From an optimization exercise on the open Yosys and OpenROAD flow, aimed at small area and a short achievable clock period; shortcuts taken in it are not production practice. No functional check of the RTL was part of any run shown here. No activity file was given, so power comes from the tool's default toggle rates.

## flow/design.v (module list and top-level ports; edited modules follow where they fit)
// module incline_sat: 7 lines
// module desiredDrive: 392 lines
// module desiredDrive_reg: 839 lines
module desiredDrive_reg(
    input clk, rst_n,
    input [11:0] avg_torque,
    input [4:0] cadence,
    input not_pedaling,
    input [12:0] incline,
    input [2:0] scale,
    output logic [11:0] target_curr
);
  // ...
==> flow/flow/run.sh <==
#!/bin/bash
# Layout flow: the standard flow (standard.sh), with these changes:
#  - synthesis: Yosys's generic "synth -run fine:" step skips its early ABC
#    pass (-noabc), so that extract_fa sees the RTL's full adders as written
#    (without the input/output inversions that pass puts around them), and
#    extract_fa looks for full adders only (EXTRACT_FA_ARGS); the rest of
#    synthesis (dfflibmap, the final ABC mapping, flatten, renaming) is as in
#    the standard flow's synthesis;
#  - the port buffers are PORT_BUF cells;
#  - ORFS's timing repair aims for SETUP_SLACK_MARGIN ns of setup slack.
# The SDC, the clock period and every other step are the standard flow's.
set -euo pipefail
HERE=$(pwd)
EXTRACT_FA_ARGS=""
SETUP_MARGIN=6.8
PORT_BUF=sky130_fd_sc_hd__buf_1
# ORFS's synth.tcl with the changes
sed -e 's/synth -top \$::env(DESIGN_NAME) -run fine: {\*}\$synth_full_args/synth -top $::env(DESIGN_NAME) -run fine: -noabc {*}$synth_full_args/' \
    -e "s/extract_fa {\*}\[dont_use_extract_fa_args\]/extract_fa $EXTRACT_FA_ARGS/" \
    "$FLOW_HOME/scripts/synth.tcl" > "$HERE/synth_changed.tcl"
grep -q -- '-run fine: -noabc' "$HERE/synth_changed.tcl"
grep -q -- "^ *extract_fa $EXTRACT_FA_ARGS\$" "$HERE/synth_changed.tcl"
# The standard flow's synthesis wrapper, sourcing the changed synth.tcl
sed "s#source \$::env(SCRIPTS_DIR)/synth.tcl#source $HERE/synth_changed.tcl#" synth_recipe.tcl > "$HERE/flow_synth.tcl"
grep -q "source $HERE/synth_changed.tcl" "$HERE/flow_synth.tcl"
# The standard.sh, pointed at that wrapper
sed "s#SYNTH_SCRIPT=[^ ]*#SYNTH_SCRIPT=$HERE/flow_synth.tcl#" standard.sh > "$HERE/flow_standard.sh"
grep -q "SYNTH_SCRIPT=$HERE/flow_synth.tcl" "$HERE/flow_standard.sh"
bash "$HERE/flow_standard.sh" SETUP_SLACK_MARGIN=$SETUP_MARGIN \
    "BUFFER_PORTS_ARGS=-buffer_cell $PORT_BUF" finish > "$HERE/flow_make.log" 2>&1
==> flow/standard.sh <==
#!/bin/bash
# synth_recipe.tcl (not shown) runs the flow's synth.tcl, then flattens the netlist and writes it again
# the make line also repeats each setting of config.mk as NAME=value (left out here)
make -C /OpenROAD-flow-scripts/flow DESIGN_CONFIG=/design/flow/config.mk WORK_HOME=/design/flow/orfs CLKGATE_MAP_FILE= SYNTH_SCRIPT=/design/flow/synth_recipe.tcl "${@:-finish}"
==> flow/config.mk <==
export PLATFORM = sky130hd
export DESIGN_NAME = desiredDrive_reg
export DESIGN_NICKNAME = desiredDrive_reg
export VERILOG_FILES = /design/flow/design.v
export SDC_FILE = /design/flow/constraint.sdc
export NUM_CORES = 4
export LEC_CHECK = 0
export CAP_MARGIN = 20
export CORE_MARGIN = 2
export CORE_UTILIZATION = 40
export CTS_BUF_LIST = sky130_fd_sc_hd__clkbuf_4 sky130_fd_sc_hd__clkbuf_8
export SLEW_MARGIN = 20
==> flow/constraint.sdc <==
create_clock -name core_clock -period 13.0 [get_ports {clk}]
set_input_delay 2.6000 -clock core_clock [delete_from_list [all_inputs] [get_ports {clk}]]
set_output_delay 2.6000 -clock core_clock [all_outputs]
set_load 0.01 [all_outputs]
==> out/metrics.yaml, run 1 <==
run_status:
  status: "timing/DRC/antenna clean"
finish:
  largest_registers: "ic_rn (15), ts_rn (15), target_curr (12)"
  syn_to_final_growth_pct: 8.14
  multi_input_area_share: 0.815
  num-multi-input-gates: 768
worst_setup_path:
  endpoint_kind: "flip-flop"
  worstPathRequired_ns: 13.24
  crit_start: "incline[8]"
  crit_top_cell: "fa_1"
  r2r_cells: 15
  regToRegStartpoint: "ts_rn[0]$_DFF_PN1_"
  crit_cells: 15
  max_stage_delay_ns: 0.54
detailed_routing:
  wl_um: 20200
  first_iter_violations: 389
  top_layer_used: "met4"
  via_per_inst: 5.38
  ant_nets: 0
placed_design:
  dpl-instance-area_um2: 9270
  dp.cells: 1153
yosys:
  yosysTopAreaCell: "fa_1"
  synth_top_family_by_area: "adder cells"
floorplan:
  dieArea_um2: 23300
min_path:
  hold_depth: 4
  whs_endpoint: "target_curr[11]$_DFF_PN0_"
  hold_class: "flip-flop to flip-flop"
job:
  cap_violations: 0
sta:
  rsz0062_at_grt: "true"
  fin_skew_ns: 0.0110
  post-route-period-util: 0.474
pwr:
  ir_drop_mv: 0.0999
  cellPowerDensity_nw_per_um2: 142
global_routing:
  grt_busiest_layer: "met2"
clock_network:
  cts.path.max_buffers: 2
==> module desiredDrive, before the edit <==
module desiredDrive(
    input [11:0] avg_torque,
    input [4:0] cadence,
    input not_pedaling,
    input [12:0] incline,
    input [2:0] scale,
    output [14:0] ts_prod,
    output [14:0] ic_prod
);
logic torque_ge;
assign torque_ge = avg_torque[11] | avg_torque[10] | (avg_torque[9] & avg_torque[8] & avg_torque[7]);
logic [11:0] torque_pos;
assign torque_pos = {avg_torque[11:7] - 5'd7, avg_torque[6:0]};
logic inc_hi, inc_lo;
assign inc_hi = ~incline[12] & (|incline[11:8]);
assign inc_lo = incline[12] & ~(&incline[11:8]);
logic [8:0] incline_factor_limit;
assign incline_factor_limit = {~incline[8], incline[7:0]} | {9{inc_hi}};
logic active;
assign active = (|cadence[4:1]) & ~not_pedaling & torque_ge & ~inc_lo;
logic [2:0] scale_g;
assign scale_g = active ? scale : 3'h0;
wire a_p1 = torque_pos[0] & scale_g[0];
wire a_p2 = torque_pos[0] & scale_g[1];
wire a_p3 = torque_pos[0] & scale_g[2];
wire a_p4 = torque_pos[1] & scale_g[0];
wire a_p5 = torque_pos[1] & scale_g[1];
wire a_p6 = torque_pos[1] & scale_g[2];
wire a_p7 = torque_pos[2] & scale_g[0];
wire a_p8 = torque_pos[2] & scale_g[1];
wire a_p9 = torque_pos[2] & scale_g[2];
wire a_p10 = torque_pos[3] & scale_g[0];
wire a_p11 = torque_pos[3] & scale_g[1];
wire a_p12 = torque_pos[3] & scale_g[2];
wire a_p13 = torque_pos[4] & scale_g[0];
wire a_p14 = torque_pos[4] & scale_g[1];
wire a_p15 = torque_pos[4] & scale_g[2];
wire a_p16 = torque_pos[5] & scale_g[0];
wire a_p17 = torque_pos[5] & scale_g[1];
wire a_p18 = torque_pos[5] & scale_g[2];
wire a_p19 = torque_pos[6] & scale_g[0];
wire a_p20 = torque_pos[6] & scale_g[1];
wire a_p21 = torque_pos[6] & scale_g[2];
wire a_p22 = torque_pos[7] & scale_g[0];
wire a_p23 = torque_pos[7] & scale_g[1];
wire a_p24 = torque_pos[7] & scale_g[2];
wire a_p25 = torque_pos[8] & scale_g[0];
wire a_p26 = torque_pos[8] & scale_g[1];
wire a_p27 = torque_pos[8] & scale_g[2];
wire a_p28 = torque_pos[9] & scale_g[0];
wire a_p29 = torque_pos[9] & scale_g[1];
wire a_p30 = torque_pos[9] & scale_g[2];
wire a_p31 = torque_pos[10] & scale_g[0];
wire a_p32 = torque_pos[10] & scale_g[1];
wire a_p33 = torque_pos[10] & scale_g[2];
wire a_p34 = torque_pos[11] & scale_g[0];
wire a_p35 = torque_pos[11] & scale_g[1];
wire a_p36 = torque_pos[11] & scale_g[2];
wire a_s37 = a_p3 ^ a_p5;
wire a_c38 = a_p3 & a_p5;
wire a_s39 = a_p6 ^ a_p8 ^ a_p10;
wire a_c40 = (a_p6 & a_p8) | (a_p6 & a_p10) | (a_p8 & a_p10);
wire a_s41 = a_p9 ^ a_p11 ^ a_p13;
wire a_c42 = (a_p9 & a_p11) | (a_p9 & a_p13) | (a_p11 & a_p13);
wire a_s43 = a_p12 ^ a_p14 ^ a_p16;
wire a_c44 = (a_p12 & a_p14) | (a_p12 & a_p16) | (a_p14 & a_p16);
wire a_s45 = a_p15 ^ a_p17 ^ a_p19;
wire a_c46 = (a_p15 & a_p17) | (a_p15 & a_p19) | (a_p17 & a_p19);
wire a_s47 = a_p18 ^ a_p20 ^ a_p22;
wire a_c48 = (a_p18 & a_p20) | (a_p18 & a_p22) | (a_p20 & a_p22);
wire a_s49 = a_p21 ^ a_p23 ^ a_p25;
wire a_c50 = (a_p21 & a_p23) | (a_p21 & a_p25) | (a_p23 & a_p25);
wire a_s51 = a_p24 ^ a_p26 ^ a_p28;
wire a_c52 = (a_p24 & a_p26) | (a_p24 & a_p28) | (a_p26 & a_p28);
wire a_s53 = a_p27 ^ a_p29 ^ a_p31;
wire a_c54 = (a_p27 & a_p29) | (a_p27 & a_p31) | (a_p29 & a_p31);
wire a_s55 = a_p30 ^ a_p32 ^ a_p34;
wire a_c56 = (a_p30 & a_p32) | (a_p30 & a_p34) | (a_p32 & a_p34);
wire a_s57 = a_p33 ^ a_p35;
wire a_c58 = a_p33 & a_p35;
wire a_g59 = a_p1 & 1'b0;
wire a_g60 = a_p2 & a_p4;
wire a_g61 = a_p7 & a_s37;
wire a_g62 = a_c38 & a_s39;
wire a_g63 = a_c40 & a_s41;
wire a_g64 = a_c42 & a_s43;
wire a_g65 = a_c44 & a_s45;
wire a_g66 = a_c46 & a_s47;
wire a_g67 = a_c48 & a_s49;
wire a_g68 = a_c50 & a_s51;
wire a_g69 = a_c52 & a_s53;
wire a_g70 = a_c54 & a_s55;
wire a_g71 = a_c56 & a_s57;
wire a_g72 = a_p36 & a_c58;
wire a_g73 = 1'b0 & 1'b0;
wire a_h74 = a_p1 ^ 1'b0;
wire a_h75 = a_p2 ^ a_p4;
wire a_h76 = a_p7 ^ a_s37;
wire a_h77 = a_c38 ^ a_s39;
wire a_h78 = a_c40 ^ a_s41;
wire a_h79 = a_c42 ^ a_s43;
wire a_h80 = a_c44 ^ a_s45;
wire a_h81 = a_c46 ^ a_s47;
wire a_h82 = a_c48 ^ a_s49;
wire a_h83 = a_c50 ^ a_s51;
wire a_h84 = a_c52 ^ a_s53;
wire a_h85 = a_c54 ^ a_s55;
wire a_h86 = a_c56 ^ a_s57;
wire a_h87 = a_p36 ^ a_c58;
wire a_h88 = 1'b0 ^ 1'b0;
wire a_G89 = a_g60 | (a_h75 & a_g59);
wire a_P90 = a_h75 & a_h74;
wire a_G91 = a_g62 | (a_h77 & a_g61);
wire a_P92 = a_h77 & a_h76;
wire a_G93 = a_g64 | (a_h79 & a_g63);
wire a_P94 = a_h79 & a_h78;
wire a_G95 = a_g66 | (a_h81 & a_g65);
wire a_P96 = a_h81 & a_h80;
wire a_G97 = a_g68 | (a_h83 & a_g67);
wire a_P98 = a_h83 & a_h82;
wire a_G99 = a_g70 | (a_h85 & a_g69);
wire a_P100 = a_h85 & a_h84;
wire a_G101 = a_g72 | (a_h87 & a_g71);
wire a_P102 = a_h87 & a_h86;
wire a_G103 = a_g61 | (a_h76 & a_G89);
wire a_P104 = a_h76 & a_P90;
wire a_G105 = a_G91 | (a_P92 & a_G89);
wire a_P106 = a_P92 & a_P90;
wire a_G107 = a_g65 | (a_h80 & a_G93);
wire a_P108 = a_h80 & a_P94;
wire a_G109 = a_G95 | (a_P96 & a_G93);
wire a_P110 = a_P96 & a_P94;
wire a_G111 = a_g69 | (a_h84 & a_G97);
wire a_P112 = a_h84 & a_P98;
wire a_G113 = a_G99 | (a_P100 & a_G97);
wire a_P114 = a_P100 & a_P98;
wire a_G115 = a_g73 | (a_h88 & a_G101);
wire a_P116 = a_h88 & a_P102;
wire a_G117 = a_g63 | (a_h78 & a_G105);
wire a_P118 = a_h78 & a_P106;
wire a_G119 = a_G93 | (a_P94 & a_G105);
wire a_P120 = a_P94 & a_P106;
wire a_G121 = a_G107 | (a_P108 & a_G105);
wire a_P122 = a_P108 & a_P106;
wire a_G123 = a_G109 | (a_P110 & a_G105);
wire a_P124 = a_P110 & a_P106;
wire a_G125 = a_g71 | (a_h86 & a_G113);
wire a_P126 = a_h86 & a_P114;
wire a_G127 = a_G101 | (a_P102 & a_G113);
wire a_P128 = a_P102 & a_P114;
wire a_G129 = a_G115 | (a_P116 & a_G113);
wire a_P130 = a_P116 & a_P114;
wire a_G131 = a_g67 | (a_h82 & a_G123);
wire a_P132 = a_h82 & a_P124;
wire a_G133 = a_G97 | (a_P98 & a_G123);
wire a_P134 = a_P98 & a_P124;
wire a_G135 = a_G111 | (a_P112 & a_G123);
wire a_P136 = a_P112 & a_P124;
wire a_G137 = a_G113 | (a_P114 & a_G123);
wire a_P138 = a_P114 & a_P124;
wire a_G139 = a_G125 | (a_P126 & a_G123);
wire a_P140 = a_P126 & a_P124;
wire a_G141 = a_G127 | (a_P128 & a_G123);
wire a_P142 = a_P128 & a_P124;
wire a_G143 = a_G129 | (a_P130 & a_G123);
wire a_P144 = a_P130 & a_P124;
wire a_o145 = a_h75 ^ a_g59;
wire a_o146 = a_h76 ^ a_G89;
wire a_o147 = a_h77 ^ a_G103;
wire a_o148 = a_h78 ^ a_G105;
wire a_o149 = a_h79 ^ a_G117;
wire a_o150 = a_h80 ^ a_G119;
wire a_o151 = a_h81 ^ a_G121;
wire a_o152 = a_h82 ^ a_G123;
wire a_o153 = a_h83 ^ a_G131;
wire a_o154 = a_h84 ^ a_G133;
wire a_o155 = a_h85 ^ a_G135;
wire a_o156 = a_h86 ^ a_G137;
wire a_o157 = a_h87 ^ a_G139;
wire a_o158 = a_h88 ^ a_G141;
wire a_p159 = incline_factor_limit[0] & cadence[0];
wire a_p160 = incline_factor_limit[0] & cadence[1];
wire a_p161 = incline_factor_limit[0] & cadence[2];
wire a_p162 = incline_factor_limit[0] & cadence[3];
wire a_p163 = incline_factor_limit[0] & cadence[4];
wire a_p164 = incline_factor_limit[1] & cadence[0];
wire a_p165 = incline_factor_limit[1] & cadence[1];
wire a_p166 = incline_factor_limit[1] & cadence[2];
wire a_p167 = incline_factor_limit[1] & cadence[3];
wire a_p168 = incline_factor_limit[1] & cadence[4];
wire a_p169 = incline_factor_limit[2] & cadence[0];
wire a_p170 = incline_factor_limit[2] & cadence[1];
wire a_p171 = incline_factor_limit[2] & cadence[2];
wire a_p172 = incline_factor_limit[2] & cadence[3];
wire a_p173 = incline_factor_limit[2] & cadence[4];
wire a_p174 = incline_factor_limit[3] & cadence[0];
wire a_p175 = incline_factor_limit[3] & cadence[1];
wire a_p176 = incline_factor_limit[3] & cadence[2];
wire a_p177 = incline_factor_limit[3] & cadence[3];
wire a_p178 = incline_factor_limit[3] & cadence[4];
wire a_p179 = incline_factor_limit[4] & cadence[0];
wire a_p180 = incline_factor_limit[4] & cadence[1];
wire a_p181 = incline_factor_limit[4] & cadence[2];
wire a_p182 = incline_factor_limit[4] & cadence[3];
wire a_p183 = incline_factor_limit[4] & cadence[4];
wire a_p184 = incline_factor_limit[5] & cadence[0];
wire a_p185 = incline_factor_limit[5] & cadence[1];
wire a_p186 = incline_factor_limit[5] & cadence[2];
wire a_p187 = incline_factor_limit[5] & cadence[3];
wire a_p188 = incline_factor_limit[5] & cadence[4];
wire a_p189 = incline_factor_limit[6] & cadence[0];
wire a_p190 = incline_factor_limit[6] & cadence[1];
wire a_p191 = incline_factor_limit[6] & cadence[2];
wire a_p192 = incline_factor_limit[6] & cadence[3];
wire a_p193 = incline_factor_limit[6] & cadence[4];
wire a_p194 = incline_factor_limit[7] & cadence[0];
wire a_p195 = incline_factor_limit[7] & cadence[1];
wire a_p196 = incline_factor_limit[7] & cadence[2];
wire a_p197 = incline_factor_limit[7] & cadence[3];
wire a_p198 = incline_factor_limit[7] & cadence[4];
wire a_p199 = incline_factor_limit[8] & cadence[0];
wire a_p200 = incline_factor_limit[8] & cadence[1];
wire a_p201 = incline_factor_limit[8] & cadence[2];
wire a_p202 = incline_factor_limit[8] & cadence[3];
wire a_p203 = incline_factor_limit[8] & cadence[4];
wire a_s204 = a_p163 ^ a_p167;
wire a_c205 = a_p163 & a_p167;
wire a_s206 = incline_factor_limit[0] ^ a_p168 ^ a_p172;
wire a_c207 = (incline_factor_limit[0] & a_p168) | (incline_factor_limit[0] & a_p172) | (a_p168 & a_p172);
wire a_s208 = a_p176 ^ a_p180;
wire a_c209 = a_p176 & a_p180;
wire a_s210 = incline_factor_limit[1] ^ a_p173 ^ a_p177;
wire a_c211 = (incline_factor_limit[1] & a_p173) | (incline_factor_limit[1] & a_p177) | (a_p173 & a_p177);
wire a_s212 = a_p181 ^ a_p185 ^ a_p189;
wire a_c213 = (a_p181 & a_p185) | (a_p181 & a_p189) | (a_p185 & a_p189);
wire a_s214 = incline_factor_limit[2] ^ a_p178 ^ a_p182;
wire a_c215 = (incline_factor_limit[2] & a_p178) | (incline_factor_limit[2] & a_p182) | (a_p178 & a_p182);
wire a_s216 = a_p186 ^ a_p190 ^ a_p194;
wire a_c217 = (a_p186 & a_p190) | (a_p186 & a_p194) | (a_p190 & a_p194);
wire a_s218 = incline_factor_limit[3] ^ a_p183 ^ a_p187;
wire a_c219 = (incline_factor_limit[3] & a_p183) | (incline_factor_limit[3] & a_p187) | (a_p183 & a_p187);
wire a_s220 = a_p191 ^ a_p195 ^ a_p199;
wire a_c221 = (a_p191 & a_p195) | (a_p191 & a_p199) | (a_p195 & a_p199);
wire a_s222 = incline_factor_limit[4] ^ a_p188 ^ a_p192;
wire a_c223 = (incline_factor_limit[4] & a_p188) | (incline_factor_limit[4] & a_p192) | (a_p188 & a_p192);
wire a_s224 = a_p196 ^ a_p200;
wire a_c225 = a_p196 & a_p200;
wire a_s226 = incline_factor_limit[5] ^ a_p193 ^ a_p197;
wire a_c227 = (incline_factor_limit[5] & a_p193) | (incline_factor_limit[5] & a_p197) | (a_p193 & a_p197);
wire a_s228 = a_p162 ^ a_p166;
wire a_c229 = a_p162 & a_p166;
wire a_s230 = a_p171 ^ a_p175 ^ a_p179;
wire a_c231 = (a_p171 & a_p175) | (a_p171 & a_p179) | (a_p175 & a_p179);
wire a_s232 = a_p184 ^ a_c205 ^ a_s206;
wire a_c233 = (a_p184 & a_c205) | (a_p184 & a_s206) | (a_c205 & a_s206);
wire a_s234 = a_c207 ^ a_c209 ^ a_s210;
wire a_c235 = (a_c207 & a_c209) | (a_c207 & a_s210) | (a_c209 & a_s210);
wire a_s236 = a_c211 ^ a_c213 ^ a_s214;
wire a_c237 = (a_c211 & a_c213) | (a_c211 & a_s214) | (a_c213 & a_s214);
wire a_s238 = a_c215 ^ a_c217 ^ a_s218;
wire a_c239 = (a_c215 & a_c217) | (a_c215 & a_s218) | (a_c217 & a_s218);
wire a_s240 = a_c219 ^ a_c221 ^ a_s222;
wire a_c241 = (a_c219 & a_c221) | (a_c219 & a_s222) | (a_c221 & a_s222);
wire a_s242 = a_p201 ^ a_c223 ^ a_c225;
wire a_c243 = (a_p201 & a_c223) | (a_p201 & a_c225) | (a_c223 & a_c225);
wire a_s244 = incline_factor_limit[6] ^ a_p198 ^ a_p202;
wire a_c245 = (incline_factor_limit[6] & a_p198) | (incline_factor_limit[6] & a_p202) | (a_p198 & a_p202);
wire a_s246 = a_p161 ^ a_p165;
wire a_c247 = a_p161 & a_p165;
wire a_s248 = a_p170 ^ a_p174 ^ a_s228;
wire a_c249 = (a_p170 & a_p174) | (a_p170 & a_s228) | (a_p174 & a_s228);
wire a_s250 = a_s204 ^ a_c229 ^ a_s230;
wire a_c251 = (a_s204 & a_c229) | (a_s204 & a_s230) | (a_c229 & a_s230);
wire a_s252 = a_s208 ^ a_c231 ^ a_s232;
wire a_c253 = (a_s208 & a_c231) | (a_s208 & a_s232) | (a_c231 & a_s232);
wire a_s254 = a_s212 ^ a_c233 ^ a_s234;
wire a_c255 = (a_s212 & a_c233) | (a_s212 & a_s234) | (a_c233 & a_s234);
wire a_s256 = a_s216 ^ a_c235 ^ a_s236;
wire a_c257 = (a_s216 & a_c235) | (a_s216 & a_s236) | (a_c235 & a_s236);
wire a_s258 = a_s220 ^ a_c237 ^ a_s238;
wire a_c259 = (a_s220 & a_c237) | (a_s220 & a_s238) | (a_c237 & a_s238);
wire a_s260 = a_s224 ^ a_c239 ^ a_s240;
wire a_c261 = (a_s224 & a_c239) | (a_s224 & a_s240) | (a_c239 & a_s240);
wire a_s262 = a_s226 ^ a_c241 ^ a_s242;
wire a_c263 = (a_s226 & a_c241) | (a_s226 & a_s242) | (a_c241 & a_s242);
wire a_s264 = a_c227 ^ a_c243 ^ a_s244;
wire a_c265 = (a_c227 & a_c243) | (a_c227 & a_s244) | (a_c243 & a_s244);
wire a_s266 = incline_factor_limit[7] ^ a_p203 ^ a_c245;
wire a_c267 = (incline_factor_limit[7] & a_p203) | (incline_factor_limit[7] & a_c245) | (a_p203 & a_c245);
wire a_g268 = a_p159 & 1'b0;
wire a_g269 = a_p160 & a_p164;
wire a_g270 = a_p169 & a_s246;
wire a_g271 = a_c247 & a_s248;
wire a_g272 = a_c249 & a_s250;
wire a_g273 = a_c251 & a_s252;
wire a_g274 = a_c253 & a_s254;
wire a_g275 = a_c255 & a_s256;
wire a_g276 = a_c257 & a_s258;
wire a_g277 = a_c259 & a_s260;
wire a_g278 = a_c261 & a_s262;
wire a_g279 = a_c263 & a_s264;
wire a_g280 = a_c265 & a_s266;
wire a_g281 = incline_factor_limit[8] & a_c267;
wire a_g282 = 1'b0 & 1'b0;
wire a_h283 = a_p159 ^ 1'b0;
wire a_h284 = a_p160 ^ a_p164;
wire a_h285 = a_p169 ^ a_s246;
wire a_h286 = a_c247 ^ a_s248;
wire a_h287 = a_c249 ^ a_s250;
wire a_h288 = a_c251 ^ a_s252;
wire a_h289 = a_c253 ^ a_s254;
wire a_h290 = a_c255 ^ a_s256;
wire a_h291 = a_c257 ^ a_s258;
wire a_h292 = a_c259 ^ a_s260;
wire a_h293 = a_c261 ^ a_s262;
wire a_h294 = a_c263 ^ a_s264;
wire a_h295 = a_c265 ^ a_s266;
wire a_h296 = incline_factor_limit[8] ^ a_c267;
wire a_h297 = 1'b0 ^ 1'b0;
wire a_G298 = a_g269 | (a_h284 & a_g268);
wire a_P299 = a_h284 & a_h283;
wire a_G300 = a_g271 | (a_h286 & a_g270);
wire a_P301 = a_h286 & a_h285;
wire a_G302 = a_g273 | (a_h288 & a_g272);
wire a_P303 = a_h288 & a_h287;
wire a_G304 = a_g275 | (a_h290 & a_g274);
wire a_P305 = a_h290 & a_h289;
wire a_G306 = a_g277 | (a_h292 & a_g276);
wire a_P307 = a_h292 & a_h291;
wire a_G308 = a_g279 | (a_h294 & a_g278);
wire a_P309 = a_h294 & a_h293;
wire a_G310 = a_g281 | (a_h296 & a_g280);
wire a_P311 = a_h296 & a_h295;
wire a_G312 = a_g270 | (a_h285 & a_G298);
wire a_P313 = a_h285 & a_P299;
wire a_G314 = a_G300 | (a_P301 & a_G298);
wire a_P315 = a_P301 & a_P299;
wire a_G316 = a_g274 | (a_h289 & a_G302);
wire a_P317 = a_h289 & a_P303;
wire a_G318 = a_G304 | (a_P305 & a_G302);
wire a_P319 = a_P305 & a_P303;
wire a_G320 = a_g278 | (a_h293 & a_G306);
wire a_P321 = a_h293 & a_P307;
wire a_G322 = a_G308 | (a_P309 & a_G306);
wire a_P323 = a_P309 & a_P307;
wire a_G324 = a_g282 | (a_h297 & a_G310);
wire a_P325 = a_h297 & a_P311;
wire a_G326 = a_g272 | (a_h287 & a_G314);
wire a_P327 = a_h287 & a_P315;
wire a_G328 = a_G302 | (a_P303 & a_G314);
wire a_P329 = a_P303 & a_P315;
wire a_G330 = a_G316 | (a_P317 & a_G314);
wire a_P331 = a_P317 & a_P315;
wire a_G332 = a_G318 | (a_P319 & a_G314);
wire a_P333 = a_P319 & a_P315;
wire a_G334 = a_g280 | (a_h295 & a_G322);
wire a_P335 = a_h295 & a_P323;
wire a_G336 = a_G310 | (a_P311 & a_G322);
wire a_P337 = a_P311 & a_P323;
wire a_G338 = a_G324 | (a_P325 & a_G322);
wire a_P339 = a_P325 & a_P323;
wire a_G340 = a_g276 | (a_h291 & a_G332);
wire a_P341 = a_h291 & a_P333;
wire a_G342 = a_G306 | (a_P307 & a_G332);
wire a_P343 = a_P307 & a_P333;
wire a_G344 = a_G320 | (a_P321 & a_G332);
wire a_P345 = a_P321 & a_P333;
wire a_G346 = a_G322 | (a_P323 & a_G332);
wire a_P347 = a_P323 & a_P333;
wire a_G348 = a_G334 | (a_P335 & a_G332);
wire a_P349 = a_P335 & a_P333;
wire a_G350 = a_G336 | (a_P337 & a_G332);
wire a_P351 = a_P337 & a_P333;
wire a_G352 = a_G338 | (a_P339 & a_G332);
wire a_P353 = a_P339 & a_P333;
wire a_o354 = a_h284 ^ a_g268;
wire a_o355 = a_h285 ^ a_G298;
wire a_o356 = a_h286 ^ a_G312;
wire a_o357 = a_h287 ^ a_G314;
wire a_o358 = a_h288 ^ a_G326;
wire a_o359 = a_h289 ^ a_G328;
wire a_o360 = a_h290 ^ a_G330;
wire a_o361 = a_h291 ^ a_G332;
wire a_o362 = a_h292 ^ a_G340;
wire a_o363 = a_h293 ^ a_G342;
wire a_o364 = a_h294 ^ a_G344;
wire a_o365 = a_h295 ^ a_G346;
wire a_o366 = a_h296 ^ a_G348;
wire a_o367 = a_h297 ^ a_G350;
assign ts_prod = {a_o158, a_o157, a_o156, a_o155, a_o154, a_o153, a_o152, a_o151, a_o150, a_o149, a_o148, a_o147, a_o146, a_o145, a_h74};
assign ic_prod = {a_o367, a_o366, a_o365, a_o364, a_o363, a_o362, a_o361, a_o360, a_o359, a_o358, a_o357, a_o356, a_o355, a_o354, a_h283};
endmodule
==> run 2: changes to the inputs <==
--- a/flow/design.v
+++ b/flow/design.v
@@ -16,18 +16,20 @@
 );
 logic torque_ge;
 assign torque_ge = avg_torque[11] | avg_torque[10] | (avg_torque[9] & avg_torque[8] & avg_torque[7]);
 logic [11:0] torque_pos;
 assign torque_pos = {avg_torque[11:7] - 5'd7, avg_torque[6:0]};
 logic inc_hi, inc_lo;
 assign inc_hi = ~incline[12] & (|incline[11:8]);
 assign inc_lo = incline[12] & ~(&incline[11:8]);
+logic [8:0] incline_factor_lo;
+assign incline_factor_lo = {~incline[8], incline[7:0]};
 logic [8:0] incline_factor_limit;
-assign incline_factor_limit = {~incline[8], incline[7:0]} | {9{inc_hi}};
+assign incline_factor_limit = incline_factor_lo | {9{inc_hi}};
 logic active;
 assign active = (|cadence[4:1]) & ~not_pedaling & torque_ge & ~inc_lo;
 logic [2:0] scale_g;
 assign scale_g = active ? scale : 3'h0;
 wire a_p1 = torque_pos[0] & scale_g[0];
 wire a_p2 = torque_pos[0] & scale_g[1];
 wire a_p3 = torque_pos[0] & scale_g[2];
 wire a_p4 = torque_pos[1] & scale_g[0];
@@ -180,103 +182,103 @@
 wire a_o151 = a_h81 ^ a_G121;
 wire a_o152 = a_h82 ^ a_G123;
 wire a_o153 = a_h83 ^ a_G131;
 wire a_o154 = a_h84 ^ a_G133;
 wire a_o155 = a_h85 ^ a_G135;
 wire a_o156 = a_h86 ^ a_G137;
 wire a_o157 = a_h87 ^ a_G139;
 wire a_o158 = a_h88 ^ a_G141;
-wire a_p159 = incline_factor_limit[0] & cadence[0];
-wire a_p160 = incline_factor_limit[0] & cadence[1];
-wire a_p161 = incline_factor_limit[0] & cadence[2];
-wire a_p162 = incline_factor_limit[0] & cadence[3];
-wire a_p163 = incline_factor_limit[0] & cadence[4];
-wire a_p164 = incline_factor_limit[1] & cadence[0];
-wire a_p165 = incline_factor_limit[1] & cadence[1];
-wire a_p166 = incline_factor_limit[1] & cadence[2];
-wire a_p167 = incline_factor_limit[1] & cadence[3];
-wire a_p168 = incline_factor_limit[1] & cadence[4];
-wire a_p169 = incline_factor_limit[2] & cadence[0];
-wire a_p170 = incline_factor_limit[2] & cadence[1];
-wire a_p171 = incline_factor_limit[2] & cadence[2];
-wire a_p172 = incline_factor_limit[2] & cadence[3];
-wire a_p173 = incline_factor_limit[2] & cadence[4];
-wire a_p174 = incline_factor_limit[3] & cadence[0];
-wire a_p175 = incline_factor_limit[3] & cadence[1];
-wire a_p176 = incline_factor_limit[3] & cadence[2];
-wire a_p177 = incline_factor_limit[3] & cadence[3];
-wire a_p178 = incline_factor_limit[3] & cadence[4];
-wire a_p179 = incline_factor_limit[4] & cadence[0];
-wire a_p180 = incline_factor_limit[4] & cadence[1];
-wire a_p181 = incline_factor_limit[4] & cadence[2];
-wire a_p182 = incline_factor_limit[4] & cadence[3];
-wire a_p183 = incline_factor_limit[4] & cadence[4];
-wire a_p184 = incline_factor_limit[5] & cadence[0];
-wire a_p185 = incline_factor_limit[5] & cadence[1];
-wire a_p186 = incline_factor_limit[5] & cadence[2];
-wire a_p187 = incline_factor_limit[5] & cadence[3];
-wire a_p188 = incline_factor_limit[5] & cadence[4];
-wire a_p189 = incline_factor_limit[6] & cadence[0];
-wire a_p190 = incline_factor_limit[6] & cadence[1];
-wire a_p191 = incline_factor_limit[6] & cadence[2];
-wire a_p192 = incline_factor_limit[6] & cadence[3];
-wire a_p193 = incline_factor_limit[6] & cadence[4];
-wire a_p194 = incline_factor_limit[7] & cadence[0];
-wire a_p195 = incline_factor_limit[7] & cadence[1];
-wire a_p196 = incline_factor_limit[7] & cadence[2];
-wire a_p197 = incline_factor_limit[7] & cadence[3];
-wire a_p198 = incline_factor_limit[7] & cadence[4];
-wire a_p199 = incline_factor_limit[8] & cadence[0];
-wire a_p200 = incline_factor_limit[8] & cadence[1];
-wire a_p201 = incline_factor_limit[8] & cadence[2];
-wire a_p202 = incline_factor_limit[8] & cadence[3];
-wire a_p203 = incline_factor_limit[8] & cadence[4];
+wire a_p159 = incline_factor_lo[0] & cadence[0];
+wire a_p160 = incline_factor_lo[0] & cadence[1];
+wire a_p161 = incline_factor_lo[0] & cadence[2];
+wire a_p162 = incline_factor_lo[0] & cadence[3];
+wire a_p163 = incline_factor_lo[0] & cadence[4];
+wire a_p164 = incline_factor_lo[1] & cadence[0];
+wire a_p165 = incline_factor_lo[1] & cadence[1];
+wire a_p166 = incline_factor_lo[1] & cadence[2];
+wire a_p167 = incline_factor_lo[1] & cadence[3];
+wire a_p168 = incline_factor_lo[1] & cadence[4];
+wire a_p169 = incline_factor_lo[2] & cadence[0];
+wire a_p170 = incline_factor_lo[2] & cadence[1];
+wire a_p171 = incline_factor_lo[2] & cadence[2];
+wire a_p172 = incline_factor_lo[2] & cadence[3];
+wire a_p173 = incline_factor_lo[2] & cadence[4];
+wire a_p174 = incline_factor_lo[3] & cadence[0];
+wire a_p175 = incline_factor_lo[3] & cadence[1];
+wire a_p176 = incline_factor_lo[3] & cadence[2];
+wire a_p177 = incline_factor_lo[3] & cadence[3];
+wire a_p178 = incline_factor_lo[3] & cadence[4];
+wire a_p179 = incline_factor_lo[4] & cadence[0];
+wire a_p180 = incline_factor_lo[4] & cadence[1];
+wire a_p181 = incline_factor_lo[4] & cadence[2];
+wire a_p182 = incline_factor_lo[4] & cadence[3];
+wire a_p183 = incline_factor_lo[4] & cadence[4];
+wire a_p184 = incline_factor_lo[5] & cadence[0];
+wire a_p185 = incline_factor_lo[5] & cadence[1];
+wire a_p186 = incline_factor_lo[5] & cadence[2];
+wire a_p187 = incline_factor_lo[5] & cadence[3];
+wire a_p188 = incline_factor_lo[5] & cadence[4];
+wire a_p189 = incline_factor_lo[6] & cadence[0];
+wire a_p190 = incline_factor_lo[6] & cadence[1];
+wire a_p191 = incline_factor_lo[6] & cadence[2];
+wire a_p192 = incline_factor_lo[6] & cadence[3];
+wire a_p193 = incline_factor_lo[6] & cadence[4];
+wire a_p194 = incline_factor_lo[7] & cadence[0];
+wire a_p195 = incline_factor_lo[7] & cadence[1];
+wire a_p196 = incline_factor_lo[7] & cadence[2];
+wire a_p197 = incline_factor_lo[7] & cadence[3];
+wire a_p198 = incline_factor_lo[7] & cadence[4];
+wire a_p199 = incline_factor_lo[8] & cadence[0];
+wire a_p200 = incline_factor_lo[8] & cadence[1];
+wire a_p201 = incline_factor_lo[8] & cadence[2];
+wire a_p202 = incline_factor_lo[8] & cadence[3];
+wire a_p203 = incline_factor_lo[8] & cadence[4];
 wire a_s204 = a_p163 ^ a_p167;
 wire a_c205 = a_p163 & a_p167;
-wire a_s206 = incline_factor_limit[0] ^ a_p168 ^ a_p172;
-wire a_c207 = (incline_factor_limit[0] & a_p168) | (incline_factor_limit[0] & a_p172) | (a_p168 & a_p172);
+wire a_s206 = incline_factor_lo[0] ^ a_p168 ^ a_p172;
+wire a_c207 = (incline_factor_lo[0] & a_p168) | (incline_factor_lo[0] & a_p172) | (a_p168 & a_p172);
 wire a_s208 = a_p176 ^ a_p180;
 wire a_c209 = a_p176 & a_p180;
-wire a_s210 = incline_factor_limit[1] ^ a_p173 ^ a_p177;
-wire a_c211 = (incline_factor_limit[1] & a_p173) | (incline_factor_limit[1] & a_p177) | (a_p173 & a_p177);
+wire a_s210 = incline_factor_lo[1] ^ a_p173 ^ a_p177;
+wire a_c211 = (incline_factor_lo[1] & a_p173) | (incline_factor_lo[1] & a_p177) | (a_p173 & a_p177);
 wire a_s212 = a_p181 ^ a_p185 ^ a_p189;
 wire a_c213 = (a_p181 & a_p185) | (a_p181 & a_p189) | (a_p185 & a_p189);
-wire a_s214 = incline_factor_limit[2] ^ a_p178 ^ a_p182;
-wire a_c215 = (incline_factor_limit[2] & a_p178) | (incline_factor_limit[2] & a_p182) | (a_p178 & a_p182);
+wire a_s214 = incline_factor_lo[2] ^ a_p178 ^ a_p182;
+wire a_c215 = (incline_factor_lo[2] & a_p178) | (incline_factor_lo[2] & a_p182) | (a_p178 & a_p182);
 wire a_s216 = a_p186 ^ a_p190 ^ a_p194;
 wire a_c217 = (a_p186 & a_p190) | (a_p186 & a_p194) | (a_p190 & a_p194);
-wire a_s218 = incline_factor_limit[3] ^ a_p183 ^ a_p187;
-wire a_c219 = (incline_factor_limit[3] & a_p183) | (incline_factor_limit[3] & a_p187) | (a_p183 & a_p187);
+wire a_s218 = incline_factor_lo[3] ^ a_p183 ^ a_p187;
+wire a_c219 = (incline_factor_lo[3] & a_p183) | (incline_factor_lo[3] & a_p187) | (a_p183 & a_p187);
 wire a_s220 = a_p191 ^ a_p195 ^ a_p199;
 wire a_c221 = (a_p191 & a_p195) | (a_p191 & a_p199) | (a_p195 & a_p199);
-wire a_s222 = incline_factor_limit[4] ^ a_p188 ^ a_p192;
-wire a_c223 = (incline_factor_limit[4] & a_p188) | (incline_factor_limit[4] & a_p192) | (a_p188 & a_p192);
+wire a_s222 = incline_factor_lo[4] ^ a_p188 ^ a_p192;
+wire a_c223 = (incline_factor_lo[4] & a_p188) | (incline_factor_lo[4] & a_p192) | (a_p188 & a_p192);
 wire a_s224 = a_p196 ^ a_p200;
 wire a_c225 = a_p196 & a_p200;
-wire a_s226 = incline_factor_limit[5] ^ a_p193 ^ a_p197;
-wire a_c227 = (incline_factor_limit[5] & a_p193) | (incline_factor_limit[5] & a_p197) | (a_p193 & a_p197);
+wire a_s226 = incline_factor_lo[5] ^ a_p193 ^ a_p197;
+wire a_c227 = (incline_factor_lo[5] & a_p193) | (incline_factor_lo[5] & a_p197) | (a_p193 & a_p197);
 wire a_s228 = a_p162 ^ a_p166;
 wire a_c229 = a_p162 & a_p166;
 wire a_s230 = a_p171 ^ a_p175 ^ a_p179;
 wire a_c231 = (a_p171 & a_p175) | (a_p171 & a_p179) | (a_p175 & a_p179);
 wire a_s232 = a_p184 ^ a_c205 ^ a_s206;
 wire a_c233 = (a_p184 & a_c205) | (a_p184 & a_s206) | (a_c205 & a_s206);
 wire a_s234 = a_c207 ^ a_c209 ^ a_s210;
 wire a_c235 = (a_c207 & a_c209) | (a_c207 & a_s210) | (a_c209 & a_s210);
 wire a_s236 = a_c211 ^ a_c213 ^ a_s214;
 wire a_c237 = (a_c211 & a_c213) | (a_c211 & a_s214) | (a_c213 & a_s214);
 wire a_s238 = a_c215 ^ a_c217 ^ a_s218;
 wire a_c239 = (a_c215 & a_c217) | (a_c215 & a_s218) | (a_c217 & a_s218);
 wire a_s240 = a_c219 ^ a_c221 ^ a_s222;
 wire a_c241 = (a_c219 & a_c221) | (a_c219 & a_s222) | (a_c221 & a_s222);
 wire a_s242 = a_p201 ^ a_c223 ^ a_c225;
 wire a_c243 = (a_p201 & a_c223) | (a_p201 & a_c225) | (a_c223 & a_c225);
-wire a_s244 = incline_factor_limit[6] ^ a_p198 ^ a_p202;
-wire a_c245 = (incline_factor_limit[6] & a_p198) | (incline_factor_limit[6] & a_p202) | (a_p198 & a_p202);
+wire a_s244 = incline_factor_lo[6] ^ a_p198 ^ a_p202;
+wire a_c245 = (incline_factor_lo[6] & a_p198) | (incline_factor_lo[6] & a_p202) | (a_p198 & a_p202);
 wire a_s246 = a_p161 ^ a_p165;
 wire a_c247 = a_p161 & a_p165;
 wire a_s248 = a_p170 ^ a_p174 ^ a_s228;
 wire a_c249 = (a_p170 & a_p174) | (a_p170 & a_s228) | (a_p174 & a_s228);
 wire a_s250 = a_s204 ^ a_c229 ^ a_s230;
 wire a_c251 = (a_s204 & a_c229) | (a_s204 & a_s230) | (a_c229 & a_s230);
 wire a_s252 = a_s208 ^ a_c231 ^ a_s232;
 wire a_c253 = (a_s208 & a_c231) | (a_s208 & a_s232) | (a_c231 & a_s232);
@@ -287,47 +289,47 @@
 wire a_s258 = a_s220 ^ a_c237 ^ a_s238;
 wire a_c259 = (a_s220 & a_c237) | (a_s220 & a_s238) | (a_c237 & a_s238);
 wire a_s260 = a_s224 ^ a_c239 ^ a_s240;
 wire a_c261 = (a_s224 & a_c239) | (a_s224 & a_s240) | (a_c239 & a_s240);
 wire a_s262 = a_s226 ^ a_c241 ^ a_s242;
 wire a_c263 = (a_s226 & a_c241) | (a_s226 & a_s242) | (a_c241 & a_s242);
 wire a_s264 = a_c227 ^ a_c243 ^ a_s244;
 wire a_c265 = (a_c227 & a_c243) | (a_c227 & a_s244) | (a_c243 & a_s244);
-wire a_s266 = incline_factor_limit[7] ^ a_p203 ^ a_c245;
-wire a_c267 = (incline_factor_limit[7] & a_p203) | (incline_factor_limit[7] & a_c245) | (a_p203 & a_c245);
+wire a_s266 = incline_factor_lo[7] ^ a_p203 ^ a_c245;
+wire a_c267 = (incline_factor_lo[7] & a_p203) | (incline_factor_lo[7] & a_c245) | (a_p203 & a_c245);
 wire a_g268 = a_p159 & 1'b0;
 wire a_g269 = a_p160 & a_p164;
 wire a_g270 = a_p169 & a_s246;
 wire a_g271 = a_c247 & a_s248;
 wire a_g272 = a_c249 & a_s250;
 wire a_g273 = a_c251 & a_s252;
 wire a_g274 = a_c253 & a_s254;
 wire a_g275 = a_c255 & a_s256;
 wire a_g276 = a_c257 & a_s258;
 wire a_g277 = a_c259 & a_s260;
 wire a_g278 = a_c261 & a_s262;
 wire a_g279 = a_c263 & a_s264;
 wire a_g280 = a_c265 & a_s266;
-wire a_g281 = incline_factor_limit[8] & a_c267;
+wire a_g281 = incline_factor_lo[8] & a_c267;
 wire a_g282 = 1'b0 & 1'b0;
 wire a_h283 = a_p159 ^ 1'b0;
 wire a_h284 = a_p160 ^ a_p164;
 wire a_h285 = a_p169 ^ a_s246;
 wire a_h286 = a_c247 ^ a_s248;
 wire a_h287 = a_c249 ^ a_s250;
 wire a_h288 = a_c251 ^ a_s252;
 wire a_h289 = a_c253 ^ a_s254;
 wire a_h290 = a_c255 ^ a_s256;
 wire a_h291 = a_c257 ^ a_s258;
 wire a_h292 = a_c259 ^ a_s260;
 wire a_h293 = a_c261 ^ a_s262;
 wire a_h294 = a_c263 ^ a_s264;
 wire a_h295 = a_c265 ^ a_s266;
-wire a_h296 = incline_factor_limit[8] ^ a_c267;
+wire a_h296 = incline_factor_lo[8] ^ a_c267;
 wire a_h297 = 1'b0 ^ 1'b0;
 wire a_G298 = a_g269 | (a_h284 & a_g268);
 wire a_P299 = a_h284 & a_h283;
 wire a_G300 = a_g271 | (a_h286 & a_g270);
 wire a_P301 = a_h286 & a_h285;
 wire a_G302 = a_g273 | (a_h288 & a_g272);
 wire a_P303 = a_h288 & a_h287;
 wire a_G304 = a_g275 | (a_h290 & a_g274);
@@ -389,18 +391,24 @@
 wire a_o360 = a_h290 ^ a_G330;
 wire a_o361 = a_h291 ^ a_G332;
 wire a_o362 = a_h292 ^ a_G340;
 wire a_o363 = a_h293 ^ a_G342;
 wire a_o364 = a_h294 ^ a_G344;
 wire a_o365 = a_h295 ^ a_G346;
 wire a_o366 = a_h296 ^ a_G348;
 wire a_o367 = a_h297 ^ a_G350;
+logic [5:0] cf_m1;
+assign cf_m1 = {1'b1, cadence} - 6'd1;
+logic [14:0] ic_lo_prod;
+assign ic_lo_prod = {a_o367, a_o366, a_o365, a_o364, a_o363, a_o362, a_o361, a_o360, a_o359, a_o358, a_o357, a_o356, a_o355, a_o354, a_h283};
+logic [14:0] ic_sel;
+assign ic_sel = inc_hi ? {cf_m1, 3'b111, ~cf_m1} : ic_lo_prod;
 assign ts_prod = {a_o158, a_o157, a_o156, a_o155, a_o154, a_o153, a_o152, a_o151, a_o150, a_o149, a_o148, a_o147, a_o146, a_o145, a_h74};
-assign ic_prod = {a_o367, a_o366, a_o365, a_o364, a_o363, a_o362, a_o361, a_o360, a_o359, a_o358, a_o357, a_o356, a_o355, a_o354, a_h283};
+assign ic_prod = {ic_sel[14], ic_sel[13], ic_sel[12], ic_sel[11], ic_sel[10], ic_sel[9], ic_sel[8], ic_sel[7], ic_sel[6], ic_sel[5], ic_sel[4], ic_sel[3], ic_sel[2], ic_sel[1], ic_sel[0]};
 endmodule
 module desiredDrive_reg(
     input clk, rst_n,
     input [11:0] avg_torque,
     input [4:0] cadence,
     input not_pedaling,
     input [12:0] incline,
     input [2:0] scale,
@@ -1224,15 +1232,22 @@
 wire b_o801 = b_h644 ^ b_G778;
 wire b_o802 = b_h645 ^ b_G780;
 wire b_o803 = b_h646 ^ b_G782;
 wire b_o804 = b_h647 ^ b_G784;
 wire b_o805 = b_h648 ^ b_G786;
 wire b_o806 = b_h649 ^ b_G788;
 logic [14:0] prod_hi;
 assign prod_hi = {b_o806, b_o805, b_o804, b_o803, b_o802, b_o801, b_o800, b_o799, b_o798, b_o797, b_o796, b_o795, b_o794, b_o793, b_o792};
+logic [11:0] curr_r;
+logic sat_r;
 always_ff @(posedge clk, negedge rst_n) begin
-    if (!rst_n)
-        target_curr <= 12'h000;
-    else
-        target_curr <= (|prod_hi[14:12]) ? 12'hFFF : prod_hi[11:0];
+    if (!rst_n) begin
+        curr_r <= 12'h000;
+        sat_r <= 1'b0;
+    end
+    else begin
+        curr_r <= prod_hi[11:0];
+        sat_r <= |prod_hi[14:12];
+    end
 end
+assign target_curr = curr_r | {12{sat_r}};
 endmodule
==> out/metrics.yaml, run 2 <==
global_routing:
  grt_pass1_vias: 6692
  grtUsageTotal: 0.184
  overflow: 0
  grt_pass1_wl_um: 34600
  grt_max_degree: 29
  antenna_found_initial: 0
finish:
  drive_above_1_share: 0.0583
  finalNonFillerCells: 1189
  syn_to_final_growth_pct: 5.49
  final_common_cell: "nor2_1"
  final_cell_mix: "253 x nor2_1, 211 x fa_1, 76 x ha_1"
  diodes: 0
  final_util: 0.434
  final_nets: 1231
  largest_registers: "ic_rn (15), ts_rn (15), curr_r (12)"
yosys:
  syn_area_um2: 9020
  synth_top_area_share: 0.468
  yosysTopAreaCell: "fa_1"
  yosys_warnings: 1
  seq_area_frac_synth: 0.113
  synth-seq-cells: 43
  synth_enable_flop_cells: 0
  synth.avg_cell_area_um2: 10.1
  synthTopCellsByArea: "fa_1 47%, ha_1 11%, nor2_1 11%, dfstp_2 4.4%, dfrtp_1 3.6%"
  async_flop_share: 0.651
  synth_ff_type: "dfxtp_1"
  netlist_instances: 891
  syn_nets: 1214
  synth_most_common_cell: "nor2_1"
  yosys-top-cells-count: "253 x nor2_1, 211 x fa_1, 76 x ha_1"
  yosysUniqueCellTypes: 51
clock_network:
  hold_buffers: 0
  path_clk_slew_ns: 0.09
  cts.path.max_buffers: 2  # unchanged
  cts-buffers-inserted: 5
  root_buffer: "clkbuf_8"
  clkSinkCount: 43
  cts_tree: "built"
  h-tree-depth: 2
  ctsResizeCount: 1
  postCtsSetupBuffers: 0
  insertion_delay_ns: 0.33
min_path:
  hold_depth: 4  # unchanged
  hold_class: "flip-flop to flip-flop"
  whs_endpoint: "sat_r$_DFF_PN0_"
  hold_start: "ic_rn[14]$_DFF_P_"
worst_setup_path:
  reg2reg_to: "sat_r$_DFF_PN0_"
  r2r_cells: 15  # unchanged
  reg2reg_slack_ns: 7.20
  critPathMaxFanout: 6
  worstPathRequired_ns: 13.21  # -0.03 ns
  endpoint_kind: "flip-flop"
  crit_type: "input port to flip-flop"
  regToRegStartpoint: "ts_rn[0]$_DFF_PN1_"
  setup.worst_path.start_class: "input port"
  cp.arrival_ns: 6.19
floorplan:
  die_h_um: 154
  start_util: 0.411
  die_w_um: 154
  ios: 48
  core_um2: 22000
  rows: 54
  dieArea_um2: 23800  # +2.3%
sta:
  fmax_ghz: 0.167
  worstMarginPinSlew_ns: 0.861
  rsz0062_at_grt: "true"
  post-route-period-util: 0.460  # -0.0139
  fin_skew_ns: 0.00834  # -0.00270 ns
  post-route-min-period_ns: 5.98
  finalSetupTns_ns: 0
  slew_headroom: 0.424
  hold_violations: 0
  slew_viol_final: 0
  finalSetupViolCount: 0
detailed_routing:
  via_per_inst: 5.39  # +0.36%
  drc: 0
  wl_um: 20600  # +2.2%
  first_iter_violations: 296  # -24%
  ant_nets: 0  # unchanged
  wl_per_cell_um: 17.3
  drt_first_pass_iters: 5
  vias: 6414
pwr:
  leakage_nw: 4.96
  ir_drop_mv: 0.0732  # -27%
  cellPowerDensity_nw_per_um2: 127  # -10%
placed_design:
  dp.final_hpwl_um: 16300
  dp.cells: 1181  # +2.4%
  io_buffers: 47
  gp_congestion: 0.820
job:
  cap_violations: 0  # unchanged
run_status:
  status: "timing/DRC/antenna clean"
-- run 2: cell count changes in the layout (fill, tap and decap cells not counted), sizes merged, moves of 5 or more --
cell,before,now
a21o,4,9
a21oi,17,24
buf,56,44
nor2,258,253
o21ai,12,18
or2,9,14
xor2,6,12
-- run 2: logic make-up after synthesis --
| logic type | after synthesis | share of synthesized area |
|---|---|---|
| AND/OR/NAND/NOR | 395 | 0.196 |
| adder cells (fa/ha/maj) | 287 | 0.573 |
| AO/OA/AOI/OAI | 85 | 0.0679 |
| buffers and inverters | 53 | 0.0220 |
| flip-flops | 43 | 0.113 |
| XOR/XNOR | 28 | 0.0272 |
-- run 2: area by class of cell --
type                            count  area [µm²]
Clock buffer                        5        68.8
Clock inverter                      3        18.8
Fill cell                        2106       12400
Inverter                           15        56.3
Multi-Input combinational cell    795        7820
Sequential cell                    43        1020
Tap cell                          280         350
Timing Repair Buffer               48         190
-- run 2: worst max-delay path: stages --
cell	delay, ns
buf_1	0.24
and2_1	0.20
fa_1	0.44
fa_1	0.53
fa_1	0.49
ha_1	0.37
a21o_1	0.18
a21o_1	0.17
a21o_1	0.17
a41o_1	0.28
a311oi_2	0.30
xnor2_1	0.15
a21boi_1	0.08
-- run 2: report_power, final --
group | internal (W) | switching, W
clock network | 0.0000375 | 0.0000517
logic | 0.000379 | 0.000453
registers | 0.000177 | 0.000111
-- run 2: per-stage QoR --
step           instance area [µm²]  total power (W)  setup WS (ns)  hold slack, ns
6_report                      9520          0.00121           7.02           0.900
5_1_grt                       9520          0.00136           6.79           0.962
4_1_cts                       9510          0.00122           6.84           0.994
3_5_place_dp                  9420          0.00112           6.42           0.985
3_3_place_gp                  9420          0.00110           6.47           0.997
2_1_floorplan                 9030         0.000905           6.82           0.793
-- run 2: worst max path at each step --
stage / start / to / cells after the start
CTS: cadence[4] / ic_rn[9]$_DFF_P_ / 15
floorplan: cadence[3] / ic_rn[9]$_DFF_P_ / 15
global placement: cadence[3] / ic_rn[9]$_DFF_P_ / 15
finish: incline[4] / ic_rn[12]$_DFF_P_ / 13
global route: cadence[3] / ic_rn[9]$_DFF_P_ / 15
detailed placement: cadence[3] / ic_rn[9]$_DFF_P_ / 15
-- run 2: routing by layer --
layer	part of all wire	vias up	track usage	wire [µm]
met5	0	-	0	0
met4	0.013	0	0.0378	276
met3	0.054	21	0.0277	1120
met2	0.48	165	0.306	9830
met1	0.45	3306	0.257	9370
li1	-	2922	-	-

[afterwards: timing with drivers on the ports]
Ports are ideal in the flow. The routed layouts listed here were re-timed in OpenROAD. Step 1, drivers: a clkbuf_16 drives clk and a buf_2 each remaining input, both assumed. Step 2 also shifts input and output timing later by t, the mid clock arrival at the registers, as if the neighbouring blocks saw the same clock. Slacks: ideal ports / drivers / drivers and shift; pairs: ideal ports / drivers.
run	t (ns)	setup slack, ns	worst register clock-pin slew, ns	pins driven straight from the clock port
run 1	0.364	6.843 / 6.846 / 6.482	0.10 / 0.10	1
run 2	0.361	7.024 / 7.040 / 6.679	0.09 / 0.09	1
After both steps setup and hold are still met in every run listed. The setup slack of run 1, which loses most, moves by +0.003 ns with the drivers and by -0.361 ns with both steps.
